Source: an optimization exercise on an open RTL-to-GDS flow (aim: small area, a short achievable clock period and few clock cycles). Production flows keep margins and buffers that such runs may drop.
In this exercise RTL edits were held to simulation tests only and were not proved equivalent to the original.
Power is estimated from default activity; no workload was simulated.

===== flow/run.sh =====
#!/bin/bash
# Standard layout, but with small port buffers instead of the delay-cell
# default that buffer_ports picks.
cp standard.sh standard_sh_copy.log
export BUFFER_PORTS_ARGS="-buffer_cell sky130_fd_sc_hd__buf_1"
bash standard.sh > standard.log 2>&1

===== standard.sh =====
#!/bin/bash
# synth_recipe.tcl (not shown) runs the flow's synth.tcl, then flattens the netlist and writes it again
# the make line also repeats each setting of config.mk as NAME=value (left out here)
make -C /OpenROAD-flow-scripts/flow DESIGN_CONFIG=/design/flow/config.mk WORK_HOME=/design/flow/orfs CLKGATE_MAP_FILE= SYNTH_SCRIPT=/design/flow/synth_recipe.tcl "${@:-finish}"

===== config.mk =====
export PLATFORM = sky130hd
export DESIGN_NAME = demosaic
export DESIGN_NICKNAME = demosaic
export VERILOG_FILES = /design/flow/design.v
export SDC_FILE = /design/flow/constraint.sdc
export NUM_CORES = 4
export LEC_CHECK = 0
export ABC_AREA = 1
export ABC_CLOCK_PERIOD_IN_PS = 2500
export CAP_MARGIN = 20
export CORE_MARGIN = 2
export CORE_UTILIZATION = 40
export CTS_BUF_LIST = sky130_fd_sc_hd__clkbuf_8
export SETUP_SLACK_MARGIN = 3
export SLEW_MARGIN = 20

===== constraint.sdc =====
create_clock -name core_clock -period 5.5 [get_ports {clk}]
set_input_delay 1.1000 -clock core_clock [delete_from_list [all_inputs] [get_ports {clk}]]
set_output_delay 1.1000 -clock core_clock [all_outputs]
set_load 0.01 [all_outputs]

===== design.v =====
module demosaic(clk, reset, in_en, data_in, wr_r, addr_r, wdata_r, rdata_r, wr_g, addr_g, wdata_g, rdata_g, wr_b, addr_b, wdata_b, rdata_b, done);
input clk;
input reset;
input in_en;
input [7:0] data_in;
output reg wr_r;
output reg [13:0] addr_r;
output reg [7:0] wdata_r;
input [7:0] rdata_r;
output reg wr_g;
output reg [13:0] addr_g;
output reg [7:0] wdata_g;
input [7:0] rdata_g;
output reg wr_b;
output reg [13:0] addr_b;
output reg [7:0] wdata_b;
input [7:0] rdata_b;
output reg done;
localparam M_STREAM = 2'd0, M_LAST = 2'd1, M_POST = 2'd2;
reg [1:0] mode;
reg [13:0] pos;
reg pre;          
reg last;         
reg q0, q1, q2;   
reg [7:0] mo_p, mo_q, uo;    
reg [8:0] vr;                
reg [9:0] vm;                
reg [7:0] to_q, me_b;        
reg [8:0] p1, p2;            
reg [7:0] te;                
reg [8:0] w_a, w_b;          
wire [6:0] x = pos[13:7];
wire [6:0] y = pos[6:0];
wire is_r = ~x[0] &  y[0];
wire is_b =  x[0] & ~y[0];
wire is_g = ~(is_r | is_b);
wire [6:0] ym2 = y - 7'd2;
wire [6:0] xb  = x[0] ? x - 7'd2 : x + 7'd2;
wire [13:0] s_addr_r = {is_g ? xb : x, is_r ? y : ym2};
wire [13:0] s_addr_g = {is_b ? xb : x, is_g ? y : ym2};
wire [13:0] s_addr_b = {is_r ? xb : x, is_b ? y : ym2};
wire post = (mode == M_POST) & ~done;
wire [5:0] s  = pos[13:8];
wire [5:0] c6 = pos[5:0];
wire [5:0] sm = s + 6'd1;      
wire [5:0] smp1 = s + 6'd2;
wire [5:0] c6p1 = c6 + 6'd1;
wire [5:0] c6p2 = c6 + 6'd2;
wire fin = q1 & last & (s == 6'd62);
wire [8:0] rl = mo_p + mo_q;
wire [9:0] rd = vm + rdata_b;
wire [7:0] sum_r = q0 ? rl[8:1] : q1 ? vr[8:1] : rd[9:2];
wire [9:0] tg = p1 + p2;
wire [7:0] sum_g = tg[9:2];
wire [8:0] bl = te + rdata_r;
wire [9:0] bd = w_a + w_b;
wire [7:0] sum_b = q0 ? bl[8:1] : q1 ? bd[9:2] : w_b[8:1];
always @(posedge clk or posedge reset) begin
    if (reset) begin
        mode <= M_STREAM;
        done <= 1'b0;
    end else begin
        case (mode)
            M_STREAM: if (in_en && (&pos)) mode <= M_LAST;
            M_LAST:   mode <= M_POST;
            default:  if (post && fin) done <= 1'b1;
        endcase
    end
end
always @(posedge clk) begin
    if (reset) begin
        pos <= 14'd0;
        wr_r <= 1'b0; wr_g <= 1'b0; wr_b <= 1'b0;
    end else if (mode == M_STREAM) begin
        wr_r <= in_en; wr_g <= in_en; wr_b <= in_en;
        if (in_en) pos <= pos + 14'd1;
    end else if (mode == M_LAST) begin
        wr_r <= 1'b0; wr_g <= 1'b0; wr_b <= 1'b0;
        pos <= {6'd63, 2'd0, 6'd63};
        pre <= 1'b0; last <= 1'b1;
        q0 <= 1'b0; q1 <= 1'b1; q2 <= 1'b0;
    end else if (post) begin
        q0 <= q2 | (q1 & last);
        q1 <= q0;
        q2 <= q1 & ~last;
        if (q1 & last) begin
            pos[13:8] <= sm; pre <= 1'b1; last <= 1'b0;
        end
        if (q2) begin
            pre <= 1'b0; pos[5:0] <= c6p1; last <= (c6 == 6'd62);
        end
        wr_r <= (q0 & ~pre) | (q1 & ~last & ~pre) | q2;
        wr_g <= (q0 & ~pre & ~last) | q2;
        wr_b <= (q0 & ~pre & ~last) | (q1 & ~last & ~pre) | q2;
    end else begin
        wr_r <= 1'b0; wr_g <= 1'b0; wr_b <= 1'b0;
    end
end
always @(posedge clk) begin
    if (q0) te <= rdata_r;
    if (q1) begin
        mo_p <= mo_q; mo_q <= rdata_g;
        to_q <= rdata_b;
    end
    if (q2) uo <= rdata_b;
    if (q2 | (q1 & last)) me_b <= rdata_g;
end
always @(posedge clk) begin
    w_b <= q0 ? rdata_r + rdata_g : w_b;
    w_a <= w_b;                         
    vr  <= uo + mo_q;                   
    vm  <= vr + rdata_g;                
    p1  <= me_b + to_q;                 
    p2  <= rdata_r + (q1 ? rdata_b : rdata_g);
end
always @(posedge clk) begin
    if (mode == M_STREAM) begin
        addr_r <= s_addr_r; addr_g <= s_addr_g; addr_b <= s_addr_b;
        wdata_r <= data_in; wdata_g <= data_in; wdata_b <= data_in;
    end else begin
        if (q0 | mode[0]) begin
            addr_r <= {sm, 1'b0, c6, 1'b0};
            addr_g <= mode[0] ? {7'd2, 7'd0} : last ? {smp1, 8'd0} : {sm, 1'b0, c6, 1'b1};
            addr_b <= {s, 1'b1, c6, 1'b1};
        end else if (q1 & ~last) begin
            addr_r <= {s, 1'b1, c6, 1'b1};
            addr_g <= {sm, 1'b0, c6p2, 1'b0};
            addr_b <= {sm, 1'b0, c6, 1'b1};
        end else begin
            addr_r <= {q2 ? s : sm, 1'b1, q2 ? c6p1 : c6, 1'b0};
            addr_g <= {q2 ? s : sm, 1'b1, q2 ? c6p1 : c6, 1'b0};
            addr_b <= {sm, 1'b0, c6p1, 1'b0};
        end
        wdata_r <= sum_r; wdata_g <= sum_g; wdata_b <= sum_b;
    end
end
endmodule

==> results.yml, run 1 <==
status:
  outcome: "timing/DRC/antenna clean"
route:
  vias: 9287
  wl_mm: 30.1
  met3_wirelength_mm: 1.88
  drt-met1-wl_mm: 14.7
  top_layer_used: "met4"
  initialDrtViolationCount: 745
  antenna_left: 0
  wl_per_cell_um: 16.8
  first_pass_iters: 5
  routed_via_density: 5.17
  drt_drc_violations_left: 0
  route.met2.wl_mm: 13.0
sta:
  slew_violations: 0
  relSlewSlack: 0.363
  setup_viol_count_final: 0
  fin_worst_skew_ps: 23.7
  tightest_slew_ps: 954
  fin_crit_sh: 0.433
  setup_tns_ps: 0
  hold_viol: 0
  timing.fmax_mhz: 420
  min_period_ps: 2380
  fin_ws_ps: 3120
  rsz0062_at_grt: "yes"
global_route:
  grtUsageTotal: 0.214
  grt_pass1_wl_mm: 47.2
  grt_max_degree: 47
  grt_pass1_vias: 8643
  antenna_found_initial: 1
  grt.overflow.total: 0
logic_synthesis:
  yosysSeqAreaShare: 0.417
  yosysWarnings: 1
  synthTopCellsByArea: "dfxtp_1 (24%), edfxtp_1 (17%), nand2_1 (12%)"
  syn_area_mm2: 0.0108
  yosysTopAreaCell: "dfxtp_1"
  synth_most_common_cell: "nand2_1"
  synth_edf_count: 62
  syn_nets: 1483
  synth_cell_types: 46
  synth_ff_type: "dfxtp_1"
  syn_inst: 1353
  syn_avg_cell_area_um2: 8.01
  synth_common_cells: "nand2_1 (347), inv_1 (138), dfxtp_1 (129)"
  netlist.area_leader.share: 0.238
  synthArstFlopShare: 0.0155
  synth-seq-cells: 194
cells_and_area:
  n_antenna_cell: 0
  fin_nets: 1571
  fin_cells: 1795
  multi_input_area_mm2: 0.00559
  area_growth_pct: 10.2
  drive_gt1_frac: 0.0447
  fin_area_mm2: 0.0119
  ff_latch_area_mm2: 0.00452
  fillerInstances: 2714
floorplanning:
  ios: 105
  core_area_mm2: 0.0268
  die_h_um: 169
  die_width_um: 169
  rows: 60
  die_area_mm2: 0.0284
  start_util: 0.404
placement:
  io_buffer_count: 104
  pre_cts_slack_ps: 2570
  dp.cells: 1762
  gp_congestion: 0.964
  dpl.hpwl_mm: 22.9
  placed_area_mm2: 0.0115
clocking:
  clock_sinks: 194
  cts_tree: "built"
  cts_made_buffers: 17
  cts_max_path_buffers: 2
  clkTransAtPathRegs_ps: 110
  holdBufCountCts: 0
  clockRootBuffer: "clkbuf_8"
  insertion_delay_ps: 480
  htreeDepth: 4
worst_setup_path:
  critPathKind: "flop to flop"
  crit_path_max_fanout: 37
  start_kind: "flop"
  end_kind: "flop"
  cp.required_ps: 5870
  cp.arrival_ps: 2750
  rr_worst_depth: 9
pwr:
  finalPower_mw: 3.25
  leakagePower_nw: 5.46
  peakVddDrop_uv: 125
  powerDensity_mw_per_mm2: 272
hold_path:
  hp-class: "flop to flop"
  worstHoldPathCells: 0
run:
  drv_cap: 0
per-layer routing:
layer,track usage,vias to the layer above
met1,0.314,4251
met3,0.0295,34
li1,-,4694
met2,0.332,308
met5,0,-
met4,0.0585,0
per-stage QoR:
stage / utilization / hold slack, ps
3_5_place_dp: 0.430 / 364
4_1_cts: 0.445 / 372
6_report: 0.446 / 370
2_1_floorplan: - / 349
5_1_grt: 0.446 / 385
3_3_place_gp: 0.430 / 363
worst paths after layout:
| kind | startpoint | endpoint | slack [ps] |
|---|---|---|---|
| setup / recovery | mode[1] | pos[8] | 3120 |
| hold / removal | w_b[0] | w_a[0] | 370 |
| setup reg to reg | mode[1] | pos[8] | 3120 |
| hold reg to reg | w_b[0] | w_a[0] | 370 |
| max in group asynchronous | reset | mode[0] | 4310 |
| min in group asynchronous | reset | mode[1] | 880 |
final cells by class:
cell class | count | area share
repair buffers | 109 | 0.0380
clock buffers | 19 | 0.0219
clock inverters | 13 | 0.0103
inverters | 149 | 0.0473
flip-flops and latches | 194 | 0.378
well taps | 341 | 0.0357
multi-input cells | 970 | 0.468
report_power, final:
part | internal [mW] | leakage, nW | switching (mW)
Clock | 0.357 | 0.202 | 0.561
Combinational | 0.258 | 3.54 | 0.435
Sequential | 1.58 | 1.72 | 0.0565
critical path, stage by stage, from the launching register on:
cell and delay [ps]:
dfrtp_1 540, nor2_4 190, buf_4 440, nand2_1 340, a21oi_4 330, inv_2 110
a21oi_2 130, nand3_1 80, nand2_1 80, nor2_1 40
cells in the final DEF (no fill, tap or decap), drive strengths merged, types with 3 or more instances in the layout:
cell and count:
inv 154, a21o 3, o22ai 7, o21ai 100
nand2 348, xnor2 10, clkbuf 24, ha 88
o211ai 18, clkinv 8, dfrtp 3, nand3 66
a31oi 6, buf 104, nor2 105, o2111ai 7
xor2 52, o221ai 7, nand4 20, edfxtp 62
a211oi 3, fa 7, o21bai 7, dfxtp 129
nor3 4, a21oi 98
registers in the layout, indices dropped and copies added, names as in the netlist, 9 cells and up:
name	flops
addr_b	14
addr_g	14
addr_r	14
p1	9
p2	9
pos	14
vm	10
vr	9
w_a	9
w_b	9
logic make-up (layout without fill, tap and decap cells):
family,count (synthesis),after routing,share of synthesized area
AOI/OAI and AO/OA,264,264,0.139
xor gates and xnor gates,62,62,0.0501
adders and majority gates,95,95,0.115
buffers and inverters,189,290,0.0692
DFF,194,194,0.417
and+or+nand+nor,549,549,0.210
timing repair:
action	4_1_cts	5_1_grt
endpoints found under the hold margin	0	0
gates resized for setup	2	9
setup buffers	1	0
setup endpoints to repair	9	12
Testbench counts, summed over its fixed seeds: cycles 457,760.
==> inputs of run 2 (changes only) <==
--- a/config.mk
+++ b/config.mk
@@ -7,3 +7,2 @@
 export LEC_CHECK = 0
-export ABC_AREA = 1
 export ABC_CLOCK_PERIOD_IN_PS = 2500
==> results.yml, run 2 <==
logic_synthesis:
  yosysWarnings: 1
  syn_area_mm2: 0.0104
  yosysSeqAreaShare: 0.435
  synth_common_cells: "dfxtp_1 (129), nand2_1 (101), nor2_1 (95)"
  synthArstFlopShare: 0.0155
  syn_nets: 1219
  synth_ff_type: "dfxtp_1"
  syn_avg_cell_area_um2: 9.55
  synth-seq-cells: 194
  synth_cell_types: 73
  synth_most_common_cell: "dfxtp_1"
  synthTopCellsByArea: "dfxtp_1 (25%), edfxtp_1 (18%), ha_1 (11%)"
  yosysTopAreaCell: "dfxtp_1"
  syn_inst: 1089
  synth_edf_count: 62
  netlist.area_leader.share: 0.248
clocking:
  insertion_delay_ps: 480
  clkTransAtPathRegs_ps: 110
  clockRootBuffer: "clkbuf_8"
  cts_max_path_buffers: 2
  cts_made_buffers: 17
  clock_sinks: 194
  cts_tree: "built"
  htreeDepth: 4
worst_setup_path:
  critPathKind: "primary input to flop"
  cp.arrival_ps: 2850
  crit_chain: "buf_4 > mux2_4 > ha_4 > fa_2 > a21o_1 > a21oi_2 > o21bai_1 > a21oi_2 > xnor2_1"
  cp.required_ps: 5910
  crit_path_max_fanout: 5
  cp_slowest_cell: "fa_2"
  cpPeakStageDelay_ps: 350
  reg2reg_to: "p2[6]"
  rr_worst_depth: 9
  r2r_slack_ps: 3060
  crit_top_cell: "a21oi_2"
  end_kind: "flop"
  reg2reg_from: "q1"
  start_kind: "primary input"
floorplanning:
  start_util: 0.403
  core_area_mm2: 0.0258
  rows: 59
  die_width_um: 165
  die_area_mm2: 0.0273
  die_h_um: 165
  ios: 105
global_route:
  grt_pass1_vias: 7796
  grt_pass1_wl_mm: 41.7
  antenna_found_initial: 0
  grt_max_degree: 68
  grt.overflow.total: 0
  grtUsageTotal: 0.197
placement:
  placed_area_mm2: 0.0111
  pre_cts_slack_ps: 2160
  io_buffer_count: 104
  dpl.hpwl_mm: 19.4
  gp_congestion: 0.893
pwr:
  powerDensity_mw_per_mm2: 325
  finalPower_mw: 3.80
  peakVddDrop_uv: 184
  leakagePower_nw: 4.55
sta:
  setup_tns_ps: 0
  fin_ws_ps: 3060
  rsz0062_at_grt: "yes"
  tightest_slew_ps: 1050
  hold_viol: 0
  fin_crit_sh: 0.444
  fin_worst_skew_ps: 23.8
  min_period_ps: 2440
  relSlewSlack: 0.303
  timing.fmax_mhz: 409
  slew_violations: 0
  setup_viol_count_final: 0
hold_path:
  hold_end: "w_a[0]"
  hp-class: "flop to flop"
  hold_path_startpoint: "w_b[0]"
  worstHoldPathCells: 0
cells_and_area:
  area_growth_pct: 12.5
  final_common_cell: "dfxtp_1"
  n_antenna_cell: 0
  fin_util: 0.454
  drive_gt1_frac: 0.0958
  final_cell_mix: "dfxtp_1 (125), nand2_1 (101), buf_1 (99)"
  fin_area_mm2: 0.0117
  fin_nets: 1307
route:
  routed_via_density: 5.55
  wl_per_cell_um: 17.7
  antenna_left: 0
  drt_drc_violations_left: 0
  wl_mm: 27.0
  vias: 8459
  first_pass_iters: 6
  initialDrtViolationCount: 624
run:
  drv_cap: 0
status:
  outcome: "timing/DRC/antenna clean"
## run 2: power by group
group	total, mW	switching [mW]	internal (mW)
logic	1.07	0.606	0.459
registers	1.78	0.0911	1.69
clock network	0.952	0.564	0.389
## run 2: layout make-up
type	count	area (um^2)
Clock buffer	18	248
Clock inverter	14	150
Fill cell	2508	14100
Inverter	28	105
Multi-Input combinational cell	813	5650
Sequential cell	194	4530
Tap cell	335	419
Timing Repair Buffer	123	593
## run 2: worst max-delay path by stage
stage,from,to,slack [ps],cells past startpoint
2_1_floorplan,q1,p2[6],2720,10
3_3_place_gp,rdata_g[1],p2[7],2200,9
3_5_place_dp,rdata_g[1],p2[7],2160,9
4_1_cts,rdata_g[1],p2[7],2950,9
5_1_grt,q1,p2[6],2980,9
6_report,rdata_g[0],p2[6],3060,9
## run 2: worst max-delay path: cells and delay by family
kind / cells / cell delay, ps
buffers and inverters: 1 / 130
XOR/XNOR: 1 / 130
adder cells (fa/ha/maj): 2 / 520
AO/OA/AOI/OAI: 4 / 670
multiplexers: 1 / 290
## run 2: cells by family after synthesis
| family | count (synthesis) | share of synthesized area |
|---|---|---|
| compound gates | 315 | 0.192 |
| xor+xnor | 82 | 0.0691 |
| fa+ha+maj | 95 | 0.119 |
| buf+inv | 82 | 0.0330 |
| flops | 194 | 0.435 |
| mux | 22 | 0.0221 |
| simple gates | 299 | 0.130 |
## run 2: layer usage
layer	routed length (um)	global-route usage	vias up	part of all wire
li1	-	-	4112	-
met1	12600	0.286	4061	0.47
met2	12300	0.308	254	0.46
met3	1560	0.0277	32	0.058
met4	442	0.0549	0	0.016
met5	0	0	-	0
## run 2: what timing repair did
action                                  CTS  global route
endpoints found under the setup margin   10            30
resized for setup                         7            26
pin swaps                                 0             8
buffers inserted                          0            11
hold buffers                              0             0
gates cloned                              0             2
## run 2: metrics by stage
step / cells / hold WS [ps]
2_1_floorplan: 1089 / 366
3_3_place_gp: 1480 / 381
3_5_place_dp: 1480 / 386
4_1_cts: 1512 / 417
5_1_grt: 1525 / 435
6_report: 1525 / 414
==> inputs of run 3 (changes only) <==
--- a/design.v
+++ b/design.v
@@ -78,5 +78,5 @@
         wr_r <= 1'b0; wr_g <= 1'b0; wr_b <= 1'b0;
-        pos <= {6'd63, 2'd0, 6'd63};
-        pre <= 1'b0; last <= 1'b1;
-        q0 <= 1'b0; q1 <= 1'b1; q2 <= 1'b0;
+        pos <= {6'd0, 2'd0, 6'd63};
+        pre <= 1'b1; last <= 1'b0;
+        q0 <= 1'b1; q1 <= 1'b0; q2 <= 1'b0;
     end else if (post) begin
@@ -105,3 +105,4 @@
     if (q2) uo <= rdata_b;
-    if (q2 | (q1 & last)) me_b <= rdata_g;
+    if (q2) me_b <= rdata_g;
+    else if (q0 & pre) me_b <= rdata_b;    
 end
@@ -120,5 +121,7 @@
     end else begin
-        if (q0 | mode[0]) begin
+        if (mode[0]) begin
+            addr_r <= {7'd1, 7'd126}; addr_g <= {7'd1, 7'd126}; addr_b <= {7'd2, 7'd126};
+        end else if (q0) begin
             addr_r <= {sm, 1'b0, c6, 1'b0};
-            addr_g <= mode[0] ? {7'd2, 7'd0} : last ? {smp1, 8'd0} : {sm, 1'b0, c6, 1'b1};
+            addr_g <= {sm, 1'b0, c6, 1'b1};
             addr_b <= {s, 1'b1, c6, 1'b1};
@@ -131,3 +134,3 @@
             addr_g <= {q2 ? s : sm, 1'b1, q2 ? c6p1 : c6, 1'b0};
-            addr_b <= {sm, 1'b0, c6p1, 1'b0};
+            addr_b <= {q2 ? sm : smp1, 1'b0, q2 ? c6p1 : c6, 1'b0};
         end
==> results.yml, run 3 <==
sta:
  tightest_slew_ps: 841
  holdWs_ps: 404
  timing.fmax_mhz: 405
  hold_viol: 0
  relSlewSlack: 0.439
  slew_violations: 0
  rsz0062_at_grt: "yes"
  fin_crit_sh: 0.449
  setup_viol_count_final: 0
  fin_worst_skew_ps: 17.9
  setup_tns_ps: 0
  min_period_ps: 2470
clocking:
  htreeDepth: 4
  holdBufCountCts: 0
  clkTransAtPathRegs_ps: 120
  cts_tree: "built"
  clock_sinks: 194
  insertion_delay_ps: 490
  cts_max_path_buffers: 2
  cts_made_buffers: 17
  clockRootBuffer: "clkbuf_8"
floorplanning:
  core_area_mm2: 0.0253
  start_util: 0.410
  die_width_um: 165
  die_h_um: 165
  die_area_mm2: 0.0273
  ios: 105
  rows: 58
pwr:
  internal_power_mw: 2.46
  powerDensity_mw_per_mm2: 318
  finalPower_mw: 3.69
  pwr-share-seq: 0.480
  pwr-share-comb: 0.274
  p_sw_mw: 1.23
  leakagePower_nw: 4.51
  peakVddDrop_uv: 161
  p_sw_frac: 0.333
  pwr-share-clk: 0.247
logic_synthesis:
  syn_inst: 1059
  yosysWarnings: 1
  syn_area_mm2: 0.0104
  netlist.area_leader.share: 0.249
  synthTopCellsByArea: "dfxtp_1 (25%), edfxtp_1 (18%), ha_1 (11%)"
  synth-seq-cells: 194
  yosysTopAreaCell: "dfxtp_1"
  synthArstFlopShare: 0.0155
  synth_most_common_cell: "dfxtp_1"
  synth_edf_count: 62
  synth_cell_types: 73
  syn_nets: 1189
  syn_avg_cell_area_um2: 9.80
  synth_common_cells: "dfxtp_1 (129), a21oi_1 (94), ha_1 (88)"
  yosysSeqAreaShare: 0.435
  synth_ff_type: "dfxtp_1"
cells_and_area:
  fin_util: 0.458
  drive_gt1_frac: 0.0997
  area_growth_pct: 11.8
  ff_latch_area_mm2: 0.00452
  multi_input_area_mm2: 0.00558
  fin_area_mm2: 0.0116
  final_common_cell: "dfxtp_1"
  fillerInstances: 2413
  final_cell_mix: "dfxtp_1 (128), buf_1 (97), a21oi_1 (85)"
  fin_nets: 1280
worst_setup_path:
  r2r_slack_ps: 3150
  reg2reg_to: "p2[6]"
  cp.buffers_inverters: 1
  crit_end: "vm[8]"
  cp.arrival_ps: 2840
  cp.required_ps: 5870
  end_kind: "flop"
  cp_slowest_cell: "fa_2"
  rr_worst_depth: 9
  start_kind: "primary input"
  path_delay_family: "compound AO/OA/AOI/OAI gates"
  critPathKind: "primary input to flop"
  crit_chain: "buf_6 > ha_2 > fa_2 > a21o_1 > a21oi_2 > nor2b_1 > o21a_1 > o41a_1 > xor2_1"
  crit_start: "rdata_g[0]"
  reg2reg_from: "q1"
  crit_path_max_fanout: 5
  cp.depth: 9
  cpPeakStageDelay_ps: 350
status:
  outcome: "timing/DRC/antenna clean"
placement:
  io_buffer_count: 104
  dpl.hpwl_mm: 18.8
  placed_area_mm2: 0.0110
  gp_congestion: 0.857
hold_path:
  hp-class: "flop to flop"
global_route:
  grtUsageTotal: 0.200
  grt_max_degree: 60
  grt.overflow.total: 0
  antenna_found_initial: 1
  grt_pass1_vias: 7855
  grt_pass1_wl_mm: 41.6
route:
  antenna_left: 0
  vias: 8095
  wl_per_cell_um: 17.8
  drt_drc_violations_left: 0
  initialDrtViolationCount: 710
  routed_via_density: 5.41
  wl_mm: 26.7
  first_pass_iters: 5
run:
  drv_cap: 0
==> run 3: cell types whose count changed after synthesis, moves of 10 or more <==
cell | previous run | this run
nand2_1 | 101 | 74
nor2_1 | 95 | 85
nor2b_1 | 10 | 22
nor3_1 | 16 | 27
o21ai_0 | 91 | 69
==> run 3: routing by layer <==
| metal | vias to the layer above | global-route usage | share of wire |
|---|---|---|---|
| met5 | - | 0 | 0 |
| met4 | 0 | 0.0581 | 0.014 |
| met3 | 33 | 0.0375 | 0.053 |
| met2 | 209 | 0.306 | 0.45 |
| met1 | 3840 | 0.288 | 0.49 |
| li1 | 4013 | - | - |
==> run 3: power by group through the flow <==
stage	clock network [mW]	logic, mW	registers [mW]
after detailed placement	0	0.992	1.81
after global routing	0.988	1.13	1.79
after CTS	0.932	1.00	1.77
final	0.911	1.01	1.77
after floorplan	0	0.692	1.82
after global placement	0	0.975	1.80
==> run 3: through the flow <==
stage	setup WS [ps]	cells
floorplan	2540	1059
global placement	2300	1448
detailed placement	2290	1448
CTS	3020	1483
global route	2980	1494
finish	3030	1495
==> run 3: how the worst min path moves through the flow <==
stage,from,to,slack [ps],depth (start not counted)
2_1_floorplan,w_b[4],w_a[4],370,0
3_3_place_gp,w_b[4],w_a[4],390,0
3_5_place_dp,w_b[0],w_a[0],390,0
4_1_cts,w_b[4],w_a[4],410,0
5_1_grt,w_b[0],w_a[0],430,0
6_report,w_b[4],w_a[4],400,0
==> run 3: layout make-up <==
class	count	area share
clock buffers	17	0.0202
clock inverters	15	0.0124
flip-flops and latches	194	0.390
inverters	29	0.00981
well taps	330	0.0356
repair buffers	121	0.0514
diodes	2	0.000431
multi-input cells	787	0.481
==> run 3: repair_timing <==
action,4_1_cts,5_1_grt
gates cloned,2,1
buffers inserted,1,9
setup endpoints to repair,26,14
pin swaps,2,8
hold endpoints to repair,0,0
resized for setup,12,16
==> run 3: cell families (layout without fill, tap and decap cells) <==
kind of cell	Yosys count	in the layout	synth area share
AOI/OAI and AO/OA	291	291	0.176
adders and majority gates	95	95	0.120
and+or+nand+nor	290	291	0.134
muxes	24	24	0.0251
xor gates and xnor gates	86	86	0.0726
other	0	2	0
DFF	194	194	0.435
buffers and inverters	79	182	0.0374
Testbench counts of run 3, summed over its fixed seeds: cycles 457,744.
==> inputs of run 4 (changes only) <==
--- a/config.mk
+++ b/config.mk
@@ -12,2 +12,4 @@
 export CTS_BUF_LIST = sky130_fd_sc_hd__clkbuf_8
+export CTS_CLUSTER_DIAMETER = 80
+export CTS_CLUSTER_SIZE = 20
 export SETUP_SLACK_MARGIN = 3
==> results.yml, run 4 <==
sta:
  hold_viol: 0
  fin_worst_skew_ps: 17.9
  setup_viol_count_final: 0
  holdWs_ps: 404
  timing.fmax_mhz: 405
  fin_ws_ps: 3030
  slew_violations: 0
  setup_tns_ps: 0
  tightest_slew_ps: 841
  min_period_ps: 2470
  fin_crit_sh: 0.449
  relSlewSlack: 0.439
  rsz0062_at_grt: "yes"
cells_and_area:
  fin_util: 0.458
  multi_input_area_mm2: 0.00558
  ff_latch_area_mm2: 0.00452
  final_common_cell: "dfxtp_1"
  fillerInstances: 2413
  drive_gt1_frac: 0.0997
  area_growth_pct: 11.8
  final_cell_mix: "dfxtp_1 (128), buf_1 (97), a21oi_1 (85)"
  fin_nets: 1280
  fin_cells: 1495
floorplanning:
  rows: 58
  die_h_um: 165
  ios: 105
  die_width_um: 165
  core_area_mm2: 0.0253
  start_util: 0.410
  die_area_mm2: 0.0273
logic_synthesis:
  synth_common_cells: "dfxtp_1 (129), a21oi_1 (94), ha_1 (88)"
  yosysWarnings: 1
  synth.mux.area_fraction: 0.0251
  syn_avg_cell_area_um2: 9.80
  syn_nets: 1189
  synth_most_common_cell: "dfxtp_1"
  syn_area_mm2: 0.0104
  synth-seq-cells: 194
  synth_cell_types: 73
  synth_compound_area_frac: 0.176
  synth_ff_type: "dfxtp_1"
  synth_xor_area_frac: 0.0726
  synthAdderAreaFrac: 0.120
  netlist.area_leader.share: 0.249
  syn_inst: 1059
  synthTopCellsByArea: "dfxtp_1 (25%), edfxtp_1 (18%), ha_1 (11%)"
  synth_top_family_by_area: "compound AO/OA/AOI/OAI gates"
  yosysTopAreaCell: "dfxtp_1"
  yosysSeqAreaShare: 0.435
  synth_edf_count: 62
  synthArstFlopShare: 0.0155
  synth_simple_gate_area_frac: 0.134
worst_setup_path:
  r2r_slack_ps: 3150
  start_kind: "primary input"
  end_kind: "flop"
  crit_path_max_fanout: 5
  rr_worst_depth: 9
  critPathKind: "primary input to flop"
  cp.arrival_ps: 2840
  cp.required_ps: 5870
  reg2reg_to: "p2[6]"
  reg2reg_from: "q1"
  crit_end: "vm[8]"
  crit_start: "rdata_g[0]"
clocking:
  cts_max_path_buffers: 2
  htreeDepth: 4
  holdBufCountCts: 0
  cts_tree: "built"
  insertion_delay_ps: 490
  clockRootBuffer: "clkbuf_8"
  clock_sinks: 194
  cts_made_buffers: 17
  clkTransAtPathRegs_ps: 120
placement:
  dp.cells: 1448
  pre_cts_slack_ps: 2290
  dpl.hpwl_mm: 18.8
  io_buffer_count: 104
  gp_congestion: 0.857
hold_path:
  worstHoldPathCells: 0
  hp-class: "flop to flop"
  hold_path_startpoint: "w_b[4]"
route:
  met3_wirelength_mm: 1.41
  wl_per_cell_um: 17.8
  top_layer_used: "met4"
  wl_mm: 26.7
  drt_drc_violations_left: 0
  initialDrtViolationCount: 710
  route.met2.wl_mm: 11.9
  vias: 8095
  drt-met1-wl_mm: 13.0
  antenna_left: 0
  first_pass_iters: 5
  routed_via_density: 5.41
pwr:
  p_sw_frac: 0.333
  pwr-share-comb: 0.274
  pwr-share-clk: 0.247
  leakagePower_nw: 4.51
  powerDensity_mw_per_mm2: 318
  pwr-share-seq: 0.480
  peakVddDrop_uv: 161
  internal_power_mw: 2.46
  p_sw_mw: 1.23
global_route:
  grt_max_degree: 60
  antenna_found_initial: 1
  grt_pass1_wl_mm: 41.6
  grtUsageTotal: 0.200
  grt.overflow.total: 0
  grt_pass1_vias: 7855
run:
  drv_cap: 0
status:
  outcome: "timing/DRC/antenna clean"
==> run 4: cell counts after synthesis <==
No cell type changed its count.
==> run 4: layout make-up <==
class	instances	area share
Multi-Input combinational cell	787	0.481
Sequential cell	194	0.390
Timing Repair Buffer	121	0.0514
Tap cell	330	0.0356
Clock buffer	17	0.0202
Clock inverter	15	0.0124
Inverter	29	0.00981
Antenna cell	2	0.000431
==> run 4: worst max-delay path, cell delays in order <==
cell and delay (ps):
buf_6 110, ha_2 190, fa_2 350, a21o_1 180, a21oi_2 180, nor2b_1 60
o21a_1 200, o41a_1 330, xor2_1 150
==> run 4: how the worst min path moves through the flow <==
stage | slack [ps] | to
2_1_floorplan | 370 | w_a[4]
3_3_place_gp | 390 | w_a[4]
3_5_place_dp | 390 | w_a[0]
4_1_cts | 410 | w_a[4]
5_1_grt | 430 | w_a[0]
6_report | 400 | w_a[4]
==> run 4: cell families after synthesis <==
logic type	count (synthesis)
compound gates	291
simple gates	290
flops	194
fa+ha+maj	95
xor+xnor	86
buf+inv	79
mux	24
==> run 4: timing repair <==
action / CTS / global route
endpoints found under the hold margin: 0 / 0
pin swaps: 2 / 8
resized for setup: 12 / 16
endpoints found under the setup margin: 26 / 14
gates cloned: 2 / 1
setup buffers: 1 / 9
==> run 4: stage by stage <==
stage	total power, mW	area [um^2]
after CTS	3.71	11500
final	3.69	11600
after floorplan	2.52	10500
after global routing	3.91	11600
after global placement	2.78	11000
after detailed placement	2.80	11000
==> run 4: layer usage <==
metal | GRT usage | vias to the layer above
met2 | 0.306 | 209
met1 | 0.288 | 3840
met4 | 0.0581 | 0
met3 | 0.0375 | 33
met5 | 0 | -
li1 | - | 4013
==> run 4: power groups by stage <==
| stage | clock network, mW | registers, mW | logic, mW |
|---|---|---|---|
| 2_1_floorplan | 0 | 1.82 | 0.692 |
| 3_3_place_gp | 0 | 1.80 | 0.975 |
| 3_5_place_dp | 0 | 1.81 | 0.992 |
| 4_1_cts | 0.932 | 1.77 | 1.00 |
| 5_1_grt | 0.988 | 1.79 | 1.13 |
| 6_report | 0.911 | 1.77 | 1.01 |
==> inputs of run 5 (changes only) <==
--- a/config.mk
+++ b/config.mk
@@ -12,4 +12,4 @@
 export CTS_BUF_LIST = sky130_fd_sc_hd__clkbuf_8
-export CTS_CLUSTER_DIAMETER = 80
-export CTS_CLUSTER_SIZE = 20
+export CTS_CLUSTER_DIAMETER = 150
+export CTS_CLUSTER_SIZE = 30
 export SETUP_SLACK_MARGIN = 3
==> results.yml, run 5 <==
status:
  outcome: "timing/DRC/antenna clean"
worst_setup_path:
  cp_slowest_cell: "fa_2"
  path_delay_family: "compound AO/OA/AOI/OAI gates"
  rr_worst_depth: 9
  cp.buffers_inverters: 1
  critPathKind: "primary input to flop"
  crit_chain: "buf_6 > ha_2 > fa_2 > a21o_1 > a21oi_2 > nor2b_1 > o21a_1 > o41a_1 > xor2_1"
  end_kind: "flop"
  crit_path_max_fanout: 5
  cp.arrival_ps: 2840
  cp.depth: 9
  cp.required_ps: 5870
  start_kind: "primary input"
  cpPeakStageDelay_ps: 350
route:
  wl_per_cell_um: 17.8
  initialDrtViolationCount: 710
  antenna_left: 0
  drt_drc_violations_left: 0
  first_pass_iters: 5
  wl_mm: 26.7
  routed_via_density: 5.41
  vias: 8095
logic_synthesis:
  yosysWarnings: 1
  synthArstFlopShare: 0.0155
  synth_edf_count: 62
  synth_top_family_by_area: "compound AO/OA/AOI/OAI gates"
  synth_ff_type: "dfxtp_1"
  synth_simple_gate_area_frac: 0.134
  yosysSeqAreaShare: 0.435
  synth_common_cells: "dfxtp_1 (129), a21oi_1 (94), ha_1 (88)"
  netlist.area_leader.share: 0.249
  synth.mux.area_fraction: 0.0251
  synthTopCellsByArea: "dfxtp_1 (25%), edfxtp_1 (18%), ha_1 (11%)"
  synthAdderAreaFrac: 0.120
  yosysTopAreaCell: "dfxtp_1"
  synth-seq-cells: 194
  syn_area_mm2: 0.0104
  syn_avg_cell_area_um2: 9.80
  synth_compound_area_frac: 0.176
  synth_most_common_cell: "dfxtp_1"
  synth_cell_types: 73
  synth_xor_area_frac: 0.0726
  syn_inst: 1059
  syn_nets: 1189
hold_path:
  worstHoldPathCells: 0
  hp-class: "flop to flop"
floorplanning:
  core_area_mm2: 0.0253
  die_h_um: 165
  die_width_um: 165
  rows: 58
  start_util: 0.410
  ios: 105
  die_area_mm2: 0.0273
clocking:
  htreeDepth: 4
  cts_made_buffers: 17
  insertion_delay_ps: 490
  clockRootBuffer: "clkbuf_8"
  clkTransAtPathRegs_ps: 120
  clock_sinks: 194
  cts_max_path_buffers: 2
  cts_tree: "built"
global_route:
  antenna_found_initial: 1
  grt_pass1_wl_mm: 41.6
  grt_max_degree: 60
  grt_pass1_vias: 7855
  grtUsageTotal: 0.200
  grt.overflow.total: 0
pwr:
  leakagePower_nw: 4.51
  peakVddDrop_uv: 161
  powerDensity_mw_per_mm2: 318
placement:
  dpl.hpwl_mm: 18.8
  io_buffer_count: 104
  pre_cts_slack_ps: 2290
  gp_congestion: 0.857
cells_and_area:
  multi_input_area_mm2: 0.00558
  fin_nets: 1280
  final_common_cell: "dfxtp_1"
  drive_gt1_frac: 0.0997
  final_cell_mix: "dfxtp_1 (128), buf_1 (97), a21oi_1 (85)"
  area_growth_pct: 11.8
  fillerInstances: 2413
  ff_latch_area_mm2: 0.00452
sta:
  hold_viol: 0
  relSlewSlack: 0.439
  fin_worst_skew_ps: 17.9
  slew_violations: 0
  rsz0062_at_grt: "yes"
  timing.fmax_mhz: 405
  setup_viol_count_final: 0
  fin_crit_sh: 0.449
  setup_tns_ps: 0
  tightest_slew_ps: 841
  min_period_ps: 2470
  fin_ws_ps: 3030
run:
  drv_cap: 0
run 5: cell counts after synthesis:
No cell type changed its count.
run 5: power by group:
group,total (mW),internal [mW],switching (mW)
clock network,0.911,0.337,0.574
logic,1.01,0.443,0.568
registers,1.77,1.68,0.0875
total,3.69,2.46,1.23
run 5: layer usage:
layer / vias up / GRT usage / share of wire
met5: - / 0 / 0
met4: 0 / 0.0581 / 0.014
met3: 33 / 0.0375 / 0.053
met2: 209 / 0.306 / 0.45
met1: 3840 / 0.288 / 0.49
li1: 4013 / - / -
run 5: repair_timing:
action                     in CTS  in global routing
pin swaps                       2                  8
buffers inserted                1                  9
setup endpoints to repair      26                 14
resized for setup              12                 16
hold buffers                    0                  0
gates cloned                    2                  1
run 5: cell families after synthesis:
logic type / count (synthesis)
simple gates: 290
xor+xnor: 86
mux: 24
fa+ha+maj: 95
buf+inv: 79
compound gates: 291
flops: 194
run 5: through the flow:
step                       util  hold slack [ps]  instances  total power, mW  area [um^2]
after floorplan               -              366       1059             2.52        10500
after global placement    0.435              386       1448             2.78        11000
after detailed placement  0.435              392       1448             2.80        11000
after CTS                 0.453              413       1483             3.71        11500
after global routing      0.458              432       1494             3.91        11600
final                     0.458              404       1495             3.69        11600
run 5: area by class of cell:
type                            count  area share
Antenna cell                        2    0.000431
Timing Repair Buffer              121      0.0514
Clock inverter                     15      0.0124
Multi-Input combinational cell    787       0.481
Inverter                           29     0.00981
Tap cell                          330      0.0356
Sequential cell                   194       0.390
Clock buffer                       17      0.0202
run 5: worst paths after layout:
check	startpoint	endpoint	slack, ps
worst max-delay path	rdata_g[0]	vm[8]	3030
worst min-delay path	w_b[4]	w_a[4]	400
worst max register to register	q1	p2[6]	3150
worst min register to register	w_b[4]	w_a[4]	400
max in group asynchronous	reset	mode[1]	4330
min in group asynchronous	reset	mode[0]	930
==> inputs of run 6 (changes only) <==
--- a/config.mk
+++ b/config.mk
@@ -10,6 +10,4 @@
 export CORE_MARGIN = 2
-export CORE_UTILIZATION = 40
+export CORE_UTILIZATION = 60
 export CTS_BUF_LIST = sky130_fd_sc_hd__clkbuf_8
-export CTS_CLUSTER_DIAMETER = 150
-export CTS_CLUSTER_SIZE = 30
 export SETUP_SLACK_MARGIN = 3
==> results.yml, run 6 <==
cells_and_area:
  fin_area_mm2: 0.0113
  fin_nets: 1275
  n_antenna_cell: 0
  final_cell_mix: "dfxtp_1 (127), buf_1 (97), a21oi_1 (85)"
  area_growth_pct: 9.29
  fin_util: 0.663
  final_common_cell: "dfxtp_1"
  drive_gt1_frac: 0.0967
  fillerInstances: 1435
  fin_cells: 1383
hold_path:
  worstHoldPathCells: 0
  hold_end: "w_a[5]"
  hp-class: "flop to flop"
  hold_path_startpoint: "w_b[5]"
floorplanning:
  die_h_um: 136
  die_width_um: 136
  start_util: 0.606
  rows: 48
  die_area_mm2: 0.0184
  core_area_mm2: 0.0171
  ios: 105
pwr:
  pwr-share-seq: 0.492
  powerDensity_mw_per_mm2: 318
  leakagePower_nw: 4.44
  p_sw_mw: 1.17
  pwr-share-clk: 0.234
  peakVddDrop_uv: 209
  pwr-share-comb: 0.275
  p_sw_frac: 0.324
  internal_power_mw: 2.44
status:
  outcome: "timing/DRC/antenna clean"
worst_setup_path:
  cp.required_ps: 5860
  start_kind: "flop"
  rr_worst_depth: 7
  crit_path_max_fanout: 17
  cp.arrival_ps: 2850
  cp_slowest_cell: "nor3_2"
  cpPeakStageDelay_ps: 610
  reg2reg_from: "q2"
  end_kind: "flop"
  cp.buffers_inverters: 2
  r2r_slack_ps: 3020
  crit_chain: "buf_4 > inv_2 > nor3_2 > nand2_1 > xnor2_1 > a21oi_1 > o21ai_0"
  critPathKind: "flop to flop"
  reg2reg_to: "addr_r[5]"
  path_delay_family: "simple AND/OR/NAND/NOR gates"
logic_synthesis:
  yosysSeqAreaShare: 0.435
  syn_area_mm2: 0.0104
  netlist.area_leader.share: 0.249
  syn_avg_cell_area_um2: 9.80
  synth_edf_count: 62
  syn_nets: 1189
  yosysTopAreaCell: "dfxtp_1"
  synthArstFlopShare: 0.0155
  synth-seq-cells: 194
  synthTopCellsByArea: "dfxtp_1 (25%), edfxtp_1 (18%), ha_1 (11%)"
  synth_cell_types: 73
  synth_most_common_cell: "dfxtp_1"
  syn_inst: 1059
  synth_ff_type: "dfxtp_1"
  synth_common_cells: "dfxtp_1 (129), a21oi_1 (94), ha_1 (88)"
  yosysWarnings: 1
global_route:
  grt_pass1_vias: 7408
  grt_pass1_wl_mm: 39.0
  antenna_found_initial: 0
  grtUsageTotal: 0.276
  grt.overflow.total: 0
  grt_max_degree: 60
clocking:
  clockRootBuffer: "clkbuf_8"
  cts_max_path_buffers: 2
  clock_sinks: 194
  holdBufCountCts: 0
  insertion_delay_ps: 480
  cts_tree: "built"
  clkTransAtPathRegs_ps: 100
  htreeDepth: 4
  cts_made_buffers: 17
route:
  initialDrtViolationCount: 606
  routed_via_density: 5.87
  first_pass_iters: 5
  wl_mm: 25.0
  vias: 8121
  drt_drc_violations_left: 0
  antenna_left: 0
  wl_per_cell_um: 18.1
placement:
  io_buffer_count: 104
  dp.cells: 1345
  dpl.hpwl_mm: 17.8
  pre_cts_slack_ps: 2150
  placed_area_mm2: 0.0109
  gp_congestion: 0.859
sta:
  rsz0062_at_grt: "yes"
  fin_ws_ps: 3020
  min_period_ps: 2480
  hold_viol: 0
  tightest_slew_ps: 848
  relSlewSlack: 0.434
  timing.fmax_mhz: 403
  setup_tns_ps: 0
  fin_crit_sh: 0.451
  fin_worst_skew_ps: 15.0
  slew_violations: 0
  setup_viol_count_final: 0
run:
  drv_cap: 0
run 6: changes by cell type in the layout (fill, tap and decap cells not counted), moves of 2 or more:
| cell | before | now |
|---|---|---|
| clkinv_2 | 0 | 4 |
| clkinv_8 | 2 | 0 |
| clkinvlp_4 | 0 | 3 |
| diode_2 | 2 | 0 |
| inv_8 | 4 | 1 |
run 6: power by group through the flow:
stage	logic [mW]	clock network (mW)	registers [mW]
finish	0.990	0.843	1.77
global route	1.10	0.906	1.79
CTS	0.985	0.857	1.77
detailed placement	0.973	0	1.81
global placement	0.955	0	1.80
floorplan	0.692	0	1.82
run 6: metal layers:
layer  global-route usage  wire, um  up-vias
met2                0.413     10900      241
met4               0.0723       342        0
met1                0.415     12400     3865
li1                     -         -     3994
met5                    0         0        -
met3               0.0479      1380       21
run 6: cell type report:
type / count / area (um^2) / area share
clock buffer: 17 / 234 / 0.0206
clock inverter: 15 / 110 / 0.00971
inverter: 29 / 109 / 0.00960
multi-input combinational: 787 / 5590 / 0.493
sequential: 194 / 4520 / 0.399
tap: 225 / 282 / 0.0248
timing repair buffer: 116 / 500 / 0.0441
run 6: worst register-to-register path: stages (launching register included):
cell      delay (ps)
edfxtp_1         600
buf_4            350
inv_2            150
nor3_2           610
nand2_1          200
xnor2_1          170
a21oi_1          180
o21ai_0          110
run 6: timing repair:
action                                  4_1_cts  5_1_grt
pin swaps                                     2        7
endpoints found under the setup margin       51       25
setup buffers                                 3        2
gates resized for setup                       8       16
cloned                                        1        0
run 6: stage by stage:
stage	hold WS [ps]	power [mW]
5_1_grt	434	3.80
6_report	415	3.61
3_3_place_gp	385	2.76
4_1_cts	412	3.61
2_1_floorplan	366	2.52
3_5_place_dp	391	2.78
run 6: worst max path at each step:
stage / startpoint / end / cells after the start
after floorplan: q1 / p2[6] / 10
after global placement: rdata_g[1] / p2[7] / 10
after detailed placement: rdata_g[1] / p2[7] / 10
after CTS: rdata_b[0] / p2[6] / 9
after global routing: q2 / addr_r[5] / 7
final: q2 / addr_r[5] / 7
run 6: kinds of logic (layout without fill, tap and decap cells):
family / Yosys count / count (layout) / synth area share
xor gates and xnor gates: 86 / 86 / 0.0726
adders and majority gates: 95 / 95 / 0.120
DFF: 194 / 194 / 0.435
AOI/OAI and AO/OA: 291 / 291 / 0.176
buffers and inverters: 79 / 177 / 0.0374
muxes: 24 / 24 / 0.0251
and+or+nand+nor: 290 / 291 / 0.134
==> inputs of run 7 (changes only) <==
--- a/config.mk
+++ b/config.mk
@@ -7,6 +7,6 @@
 export LEC_CHECK = 0
-export ABC_CLOCK_PERIOD_IN_PS = 2500
+export ABC_CLOCK_PERIOD_IN_PS = 3500
 export CAP_MARGIN = 20
 export CORE_MARGIN = 2
-export CORE_UTILIZATION = 60
+export CORE_UTILIZATION = 40
 export CTS_BUF_LIST = sky130_fd_sc_hd__clkbuf_8
==> results.yml, run 7 <==
worst_setup_path:
  rr_worst_depth: 9
  cp.required_ps: 5870
  crit_chain: "buf_6 > ha_2 > fa_2 > a21o_1 > a21oi_2 > nor2b_1 > o21a_1 > o41a_1 > xor2_1"
  r2r_slack_ps: 3150
  cp_slowest_cell: "fa_2"
  critPathKind: "primary input to flop"
  cp.arrival_ps: 2840
  reg2reg_from: "q1"
  path_delay_family: "compound AO/OA/AOI/OAI gates"
  end_kind: "flop"
  cpPeakStageDelay_ps: 350
  crit_path_max_fanout: 5
  reg2reg_to: "p2[6]"
  start_kind: "primary input"
  cp.buffers_inverters: 1
route:
  wl_per_cell_um: 17.8
  vias: 8095
  drt_drc_violations_left: 0
  route.met2.wl_mm: 11.9
  antenna_left: 0
  top_layer_used: "met4"
  wl_mm: 26.7
  drt-met1-wl_mm: 13.0
  first_pass_iters: 5
  met3_wirelength_mm: 1.41
  routed_via_density: 5.41
  initialDrtViolationCount: 710
logic_synthesis:
  yosysTopAreaCell: "dfxtp_1"
  syn_nets: 1189
  synth_common_cells: "dfxtp_1 (129), a21oi_1 (94), ha_1 (88)"
  yosysSeqAreaShare: 0.435
  synthTopCellsByArea: "dfxtp_1 (25%), edfxtp_1 (18%), ha_1 (11%)"
  synth_ff_type: "dfxtp_1"
  netlist.area_leader.share: 0.249
  yosysWarnings: 1
  synthArstFlopShare: 0.0155
  syn_inst: 1059
  synth_most_common_cell: "dfxtp_1"
  syn_avg_cell_area_um2: 9.80
  synth_cell_types: 73
  syn_area_mm2: 0.0104
  synth_edf_count: 62
  synth-seq-cells: 194
placement:
  pre_cts_slack_ps: 2290
  io_buffer_count: 104
  dpl.hpwl_mm: 18.8
  gp_congestion: 0.857
sta:
  setup_tns_ps: 0
  fin_worst_skew_ps: 17.9
  setup_viol_count_final: 0
  min_period_ps: 2470
  slew_violations: 0
  tightest_slew_ps: 841
  timing.fmax_mhz: 405
  rsz0062_at_grt: "yes"
  fin_crit_sh: 0.449
  hold_viol: 0
  relSlewSlack: 0.439
  fin_ws_ps: 3030
global_route:
  antenna_found_initial: 1
  grt_pass1_wl_mm: 41.6
  grt_max_degree: 60
  grtUsageTotal: 0.200
  grt.overflow.total: 0
  grt_pass1_vias: 7855
clocking:
  cts_made_buffers: 17
  insertion_delay_ps: 490
  cts_tree: "built"
  clkTransAtPathRegs_ps: 120
  htreeDepth: 4
  clockRootBuffer: "clkbuf_8"
  cts_max_path_buffers: 2
  clock_sinks: 194
pwr:
  peakVddDrop_uv: 161
  leakagePower_nw: 4.51
  powerDensity_mw_per_mm2: 318
cells_and_area:
  area_growth_pct: 11.8
  final_common_cell: "dfxtp_1"
  final_cell_mix: "dfxtp_1 (128), buf_1 (97), a21oi_1 (85)"
  drive_gt1_frac: 0.0997
  fin_nets: 1280
  fin_util: 0.458
hold_path:
  hold_end: "w_a[4]"
  hold_path_startpoint: "w_b[4]"
  worstHoldPathCells: 0
  hp-class: "flop to flop"
run:
  drv_cap: 0
floorplanning:
  start_util: 0.410
  rows: 58
  die_width_um: 165
  die_area_mm2: 0.0273
  die_h_um: 165
  core_area_mm2: 0.0253
  ios: 105
status:
  outcome: "timing/DRC/antenna clean"
[run 7: changes by cell type in the layout (fill, tap and decap cells not counted), moves of 2 or more]
| cell | before | now |
|---|---|---|
| clkinv_8 | 0 | 2 |
| inv_8 | 1 | 4 |
| clkinvlp_4 | 3 | 0 |
| clkinv_2 | 4 | 0 |
| diode_2 | 0 | 2 |
[run 7: worst register-to-register path: stages, from the launching register on]
cell and delay (ps):
edfxtp_1 480, buf_12 190, mux2_4 310, ha_4 170
fa_2 390, a21o_1 180, a21oi_2 170, o21bai_1 100
a21oi_2 190, xnor2_1 130
[run 7: layer usage]
layer / up-vias / GRT usage
met2: 209 / 0.306
met4: 0 / 0.0581
met1: 3840 / 0.288
met5: - / 0
li1: 4013 / -
met3: 33 / 0.0375
[run 7: worst max-delay path by stage]
stage                    start        end  slack (ps)  depth (start not counted)
finish              rdata_g[0]      vm[8]        3030                          9
global route                q1  addr_g[6]        2980                          7
CTS                 rdata_g[0]      vm[8]        3020                          9
detailed placement  rdata_g[1]      p2[7]        2290                         10
global placement    rdata_g[1]      p2[7]        2300                         10
floorplan                   q1      p2[6]        2540                         10
[run 7: cell families (layout without fill, tap and decap cells)]
kind of cell	Yosys count	count (layout)	share of synthesized area
AO/OA/AOI/OAI	291	291	0.176
AND/OR/NAND/NOR	290	291	0.134
flip-flops	194	194	0.435
adder cells (fa/ha/maj)	95	95	0.120
XOR/XNOR	86	86	0.0726
buffers and inverters	79	182	0.0374
multiplexers	24	24	0.0251
other	0	2	0
[run 7: timing repair]
action                     4_1_cts  5_1_grt
resized for setup               12       16
buffers inserted                 1        9
gates cloned                     2        1
hold buffers                     0        0
setup endpoints to repair       26       14
pin swaps                        2        8
[run 7: area by class of cell]
| cell class | count | area [um^2] |
|---|---|---|
| inverter | 29 | 114 |
| clock inverter | 15 | 144 |
| antenna | 2 | 5.00 |
| tap | 330 | 413 |
| fill | 2413 | 13700 |
| clock buffer | 17 | 234 |
| multi-input combinational | 787 | 5580 |
| sequential | 194 | 4520 |
| timing repair buffer | 121 | 597 |
[run 7: report_power, final]
group	internal, mW	total (mW)	switching, mW	leakage, nW
Combinational	0.443	1.01	0.568	2.60
Clock	0.337	0.911	0.574	0.198
Sequential	1.68	1.77	0.0875	1.72
[run 7: stage by stage]
step | hold slack [ps] | instance area (um^2) | instances | power (mW)
2_1_floorplan | 366 | 10500 | 1059 | 2.52
3_3_place_gp | 386 | 11000 | 1448 | 2.78
3_5_place_dp | 392 | 11000 | 1448 | 2.80
4_1_cts | 413 | 11500 | 1483 | 3.71
5_1_grt | 432 | 11600 | 1494 | 3.91
6_report | 404 | 11600 | 1495 | 3.69
==> inputs of run 8 (changes only) <==
--- a/config.mk
+++ b/config.mk
@@ -7,6 +7,5 @@
 export LEC_CHECK = 0
-export ABC_CLOCK_PERIOD_IN_PS = 3500
 export CAP_MARGIN = 20
 export CORE_MARGIN = 2
-export CORE_UTILIZATION = 40
+export CORE_UTILIZATION = 50
 export CTS_BUF_LIST = sky130_fd_sc_hd__clkbuf_8
==> results.yml, run 8 <==
cells_and_area:
  fin_cells: 1429
  area_growth_pct: 10.5
  multi_input_area_mm2: 0.00560
  fin_area_mm2: 0.0115
  ff_latch_area_mm2: 0.00452
  n_antenna_cell: 0
  fillerInstances: 1880
  fin_nets: 1276
  final_common_cell: "dfxtp_1"
  final_cell_mix: "dfxtp_1 (128), buf_1 (97), a21oi_1 (85)"
  fin_util: 0.565
  drive_gt1_frac: 0.0984
sta:
  hold_viol: 0
  fin_crit_sh: 0.449
  fin_worst_skew_ps: 13.6
  relSlewSlack: 0.440
  min_period_ps: 2470
  rsz0062_at_grt: "yes"
  fin_ws_ps: 3030
  tightest_slew_ps: 838
  setup_viol_count_final: 0
  slew_violations: 0
  timing.fmax_mhz: 405
  setup_tns_ps: 0
logic_synthesis:
  yosysSeqAreaShare: 0.435
  syn_area_mm2: 0.0104
  synth_ff_type: "dfxtp_1"
  synth_common_cells: "dfxtp_1 (129), a21oi_1 (94), ha_1 (88)"
  synth_cell_types: 73
  syn_avg_cell_area_um2: 9.80
  synth_most_common_cell: "dfxtp_1"
  syn_nets: 1189
  synthTopCellsByArea: "dfxtp_1 (25%), edfxtp_1 (18%), ha_1 (11%)"
  syn_inst: 1059
  yosysTopAreaCell: "dfxtp_1"
  synth_edf_count: 62
  netlist.area_leader.share: 0.249
  synth-seq-cells: 194
  yosysWarnings: 1
  synthArstFlopShare: 0.0155
clocking:
  cts_max_path_buffers: 2
  cts_made_buffers: 17
  clockRootBuffer: "clkbuf_8"
  clkTransAtPathRegs_ps: 100
  insertion_delay_ps: 480
  htreeDepth: 4
  cts_tree: "built"
  clock_sinks: 194
worst_setup_path:
  cp.arrival_ps: 2850
  reg2reg_from: "q1"
  crit_path_max_fanout: 5
  start_kind: "primary input"
  crit_start: "rdata_g[0]"
  rr_worst_depth: 7
  reg2reg_to: "addr_b[12]"
  cp_slowest_cell: "fa_2"
  crit_end: "vm[8]"
  cpPeakStageDelay_ps: 350
  crit_chain: "buf_2 > ha_2 > fa_2 > a21o_1 > a21oi_2 > nor2b_1 > o21a_1 > o41a_1 > xor2_1"
  r2r_slack_ps: 3190
  cp.required_ps: 5880
  end_kind: "flop"
  critPathKind: "primary input to flop"
placement:
  io_buffer_count: 104
  gp_congestion: 0.813
  placed_area_mm2: 0.0110
  pre_cts_slack_ps: 2210
  dp.cells: 1388
  dpl.hpwl_mm: 18.1
route:
  drt_drc_violations_left: 0
  antenna_left: 0
  routed_via_density: 5.62
  wl_mm: 25.4
  wl_per_cell_um: 17.8
  vias: 8027
  first_pass_iters: 5
  initialDrtViolationCount: 617
hold_path:
  worstHoldPathCells: 0
  hp-class: "flop to flop"
floorplanning:
  die_area_mm2: 0.0219
  die_width_um: 148
  core_area_mm2: 0.0203
  start_util: 0.511
  die_h_um: 148
  ios: 105
  rows: 52
global_route:
  grt_pass1_vias: 7644
  antenna_found_initial: 0
  grt_max_degree: 52
  grt.overflow.total: 0
  grtUsageTotal: 0.237
  grt_pass1_wl_mm: 40.5
run:
  drv_cap: 0
pwr:
  peakVddDrop_uv: 185
  powerDensity_mw_per_mm2: 316
  leakagePower_nw: 4.47
status:
  outcome: "timing/DRC/antenna clean"
-- run 8: critical path, delay by kind of cell --
family                     cells  cell delay (ps)
buffers and inverters          1              140
AOI/OAI and AO/OA              4              850
and+or+nand+nor                1               60
xor gates and xnor gates       1              150
adders and majority gates      2              550
-- run 8: cell type report --
class | count | area share
clock buffers | 20 | 0.0240
clock inverters | 12 | 0.00698
inverters | 29 | 0.00971
multi-input cells | 787 | 0.488
flip-flops and latches | 194 | 0.394
well taps | 270 | 0.0295
repair buffers | 117 | 0.0473
-- run 8: worst min-delay path by stage --
| stage | from | end | slack [ps] |
|---|---|---|---|
| after floorplan | w_b[4] | w_a[4] | 370 |
| after global placement | w_b[8] | w_a[8] | 390 |
| after detailed placement | w_b[1] | w_a[1] | 390 |
| after CTS | w_b[1] | w_a[1] | 420 |
| after global routing | w_b[8] | w_a[8] | 430 |
| final | w_b[1] | w_a[1] | 410 |
-- run 8: stage by stage --
| step | power (mW) | hold slack [ps] |
|---|---|---|
| global route | 3.85 | 433 |
| finish | 3.63 | 412 |
| floorplan | 2.52 | 366 |
| CTS | 3.65 | 415 |
| global placement | 2.78 | 391 |
| detailed placement | 2.78 | 392 |
-- run 8: power by group --
group / internal [mW] / switching (mW) / total, mW
registers: 1.68 / 0.0841 / 1.77
logic: 0.438 / 0.560 / 0.998
clock network: 0.349 / 0.514 / 0.863
-- run 8: logic make-up (layout without fill, tap and decap cells) --
family | Yosys count | count (layout) | share of synthesized area
muxes | 24 | 24 | 0.0251
buffers and inverters | 79 | 178 | 0.0374
DFF | 194 | 194 | 0.435
xor gates and xnor gates | 86 | 86 | 0.0726
AOI/OAI and AO/OA | 291 | 291 | 0.176
adders and majority gates | 95 | 95 | 0.120
and+or+nand+nor | 290 | 291 | 0.134
-- run 8: timing repair --
item | CTS | global route
pin swaps | 3 | 9
setup buffers | 5 | 3
hold buffers | 0 | 0
cloned | 1 | 0
endpoints found under the setup margin | 38 | 23
resized for setup | 8 | 20
-- run 8: metal layers --
metal	share of wire	track usage	vias to the layer above
li1	-	-	4002
met1	0.50	0.356	3748
met2	0.43	0.351	242
met3	0.060	0.0396	35
met4	0.017	0.0710	0
met5	0	0	-
==> inputs of run 9 (changes only) <==
--- a/config.mk
+++ b/config.mk
@@ -9,5 +9,5 @@
 export CORE_MARGIN = 2
-export CORE_UTILIZATION = 50
+export CORE_UTILIZATION = 40
 export CTS_BUF_LIST = sky130_fd_sc_hd__clkbuf_8
-export SETUP_SLACK_MARGIN = 3
+export SETUP_SLACK_MARGIN = 3.2
 export SLEW_MARGIN = 20
==> results.yml, run 9 <==
sta:
  slew_violations: 0
  timing.fmax_mhz: 418
  hold_viol: 0
  tightest_slew_ps: 795
  relSlewSlack: 0.470
  min_period_ps: 2390
  rsz0062_at_grt: "yes"
  fin_worst_skew_ps: 17.9
  fin_crit_sh: 0.434
  holdWs_ps: 415
  setup_viol_count_final: 0
  setup_tns_ps: 0
pwr:
  p_sw_mw: 1.27
  p_sw_frac: 0.335
  pwr-share-clk: 0.241
  peakVddDrop_uv: 155
  internal_power_mw: 2.53
  powerDensity_mw_per_mm2: 318
  pwr-share-seq: 0.469
  leakagePower_nw: 4.61
  pwr-share-comb: 0.290
logic_synthesis:
  synth_common_cells: "dfxtp_1 (129), a21oi_1 (94), ha_1 (88)"
  yosysTopAreaCell: "dfxtp_1"
  syn_area_mm2: 0.0104
  synth-seq-cells: 194
  synth_edf_count: 62
  synth_cell_types: 73
  syn_avg_cell_area_um2: 9.80
  netlist.area_leader.share: 0.249
  synthTopCellsByArea: "dfxtp_1 (25%), edfxtp_1 (18%), ha_1 (11%)"
  yosysWarnings: 1
  syn_nets: 1189
  syn_inst: 1059
  synthArstFlopShare: 0.0155
  synth_ff_type: "dfxtp_1"
  yosysSeqAreaShare: 0.435
  synth_most_common_cell: "dfxtp_1"
floorplanning:
  die_width_um: 165
  core_area_mm2: 0.0253
  rows: 58
  start_util: 0.410
  die_h_um: 165
  die_area_mm2: 0.0273
  ios: 105
global_route:
  grt_max_degree: 60
  grt_pass1_vias: 7568
  grt_pass1_wl_mm: 41.8
  grtUsageTotal: 0.201
  antenna_found_initial: 0
  grt.overflow.total: 0
hold_path:
  hp-class: "flop to flop"
placement:
  dp.cells: 1450
  gp_congestion: 0.859
  placed_area_mm2: 0.0112
  dpl.hpwl_mm: 19.2
  io_buffer_count: 104
route:
  wl_mm: 27.1
  met3_wirelength_mm: 1.55
  wl_per_cell_um: 18.0
  top_layer_used: "met4"
  routed_via_density: 5.47
  antenna_left: 0
  vias: 8232
  drt-met1-wl_mm: 13.3
  route.met2.wl_mm: 11.9
  drt_drc_violations_left: 0
  initialDrtViolationCount: 688
  first_pass_iters: 8
clocking:
  clkTransAtPathRegs_ps: 120
  cts_max_path_buffers: 2
  htreeDepth: 4
  insertion_delay_ps: 480
  cts_tree: "built"
  clockRootBuffer: "clkbuf_8"
  clock_sinks: 194
  cts_made_buffers: 17
cells_and_area:
  n_antenna_cell: 0
  area_growth_pct: 15.2
  final_cell_mix: "dfxtp_1 (123), buf_1 (93), nor2_1 (84)"
  fin_cells: 1505
  fin_area_mm2: 0.0120
  final_common_cell: "dfxtp_1"
  fin_nets: 1292
  drive_gt1_frac: 0.142
worst_setup_path:
  critPathKind: "primary input to flop"
  cp_slowest_cell: "fa_2"
  cp.required_ps: 5870
  cpPeakStageDelay_ps: 350
  crit_path_max_fanout: 4
  path_delay_family: "compound AO/OA/AOI/OAI gates"
  cp.arrival_ps: 2760
  end_kind: "flop"
  crit_chain: "buf_12 > ha_4 > fa_2 > a21o_1 > a21oi_2 > nor2b_1 > o21a_1 > o41a_1 > xor2_1"
  start_kind: "primary input"
  cp.buffers_inverters: 1
status:
  outcome: "timing/DRC/antenna clean"
run:
  drv_cap: 0
[run 9: cell counts after synthesis]
Identical to the previous run, type by type.
[run 9: cell families (layout without fill, tap and decap cells)]
group,Yosys count,count (layout),synth area share
compound gates,291,291,0.176
simple gates,290,291,0.134
flops,194,194,0.435
fa+ha+maj,95,95,0.120
xor+xnor,86,86,0.0726
buf+inv,79,194,0.0374
mux,24,24,0.0251
[run 9: worst paths after layout]
path,startpoint,end,slack (ps),cells past startpoint
max,rdata_g[0],vm[8],3110,9
min,w_b[4],w_a[4],420,0
max reg2reg,q1,p2[7],3190,7
min reg2reg,w_b[4],w_a[4],420,0
max in group asynchronous,reset,done,4340,2
min in group asynchronous,reset,mode[0],920,2
[run 9: routing by layer]
layer  vias up  global-route usage
met5         -                   0
met4         0              0.0455
met3        27              0.0292
li1       4028                   -
met2       253               0.311
met1      3924               0.296
[run 9: final cells by class]
type | instances | area, um^2
Inverter | 29 | 113
Clock buffer | 17 | 234
Clock inverter | 15 | 150
Tap cell | 330 | 413
Sequential cell | 194 | 4530
Multi-Input combinational cell | 787 | 5840
Timing Repair Buffer | 133 | 677
Fill cell | 2426 | 13400
[run 9: stage by stage]
step,worst slack (ps),util,power [mW]
2_1_floorplan,2540,-,2.56
3_3_place_gp,2150,0.442,2.83
3_5_place_dp,2130,0.442,2.85
4_1_cts,3010,0.464,3.79
5_1_grt,3050,0.472,4.02
6_report,3110,0.472,3.80
[run 9: power by group through the flow]
stage          clock [mW]  combinational (mW)  sequential, mW
3_3_place_gp            0                1.01            1.82
5_1_grt             0.998                1.22            1.80
2_1_floorplan           0               0.727            1.83
3_5_place_dp            0                1.03            1.82
6_report            0.915                1.10            1.78
4_1_cts             0.942                1.06            1.78
[run 9: what timing repair did]
action                                  in CTS  in global routing
gates cloned                                 1                  0
endpoints found under the setup margin      69                 47
buffers inserted                            14                  8
hold buffers                                 0                  0
endpoints found under the hold margin        0                  0
pin swaps                                    8                 23
resized for setup                           25                 35

afterwards: timing with drivers on the ports:
How much do the figures lean on ideal ports? The routed layouts below were timed once more, with nothing changed but the port constraints. Step 1 sets driving cells, clkbuf_16 on the clock port and buf_2 on the other inputs (assumed; they add their load-dependent delay and slew). Step 2 adds t to the input delays and takes it off the output delays; t is the mean of the earliest and latest rising clock arrival at the registers after step 1. Input paths then give back, and output paths get back, about the clock's delay inside the block. Slacks: no drivers / after step 1 / after step 2; pairs: no drivers / after step 1.
run	t, ns	setup slack, ns	latest minus earliest clock arrival (ns)	slew at the worst register clock pin (ns)	pins driven straight from the clock port
run 1	0.512	3.119 / 3.119 / 2.659	0.025 / 0.025	0.12 / 0.12	1
run 2	0.509	3.055 / 3.062 / 2.562	0.029 / 0.030	0.12 / 0.12	1
run 3	0.520	3.031 / 3.045 / 2.525	0.025 / 0.025	0.12 / 0.12	1
run 4	0.520	3.031 / 3.045 / 2.525	0.025 / 0.025	0.12 / 0.12	1
run 5	0.520	3.031 / 3.045 / 2.525	0.025 / 0.025	0.12 / 0.12	1
run 6	0.516	3.018 / 3.018 / 2.524	0.015 / 0.015	0.11 / 0.11	1
run 7	0.520	3.031 / 3.045 / 2.525	0.025 / 0.025	0.12 / 0.12	1
run 8	0.519	3.031 / 3.052 / 2.533	0.013 / 0.014	0.10 / 0.10	1
run 9	0.514	3.110 / 3.108 / 2.593	0.020 / 0.019	0.12 / 0.12	1
After both steps every run listed still meets setup and hold. The setup slack of run 9, which loses most, moves by -0.002 ns with the drivers and by -0.517 ns with both steps.
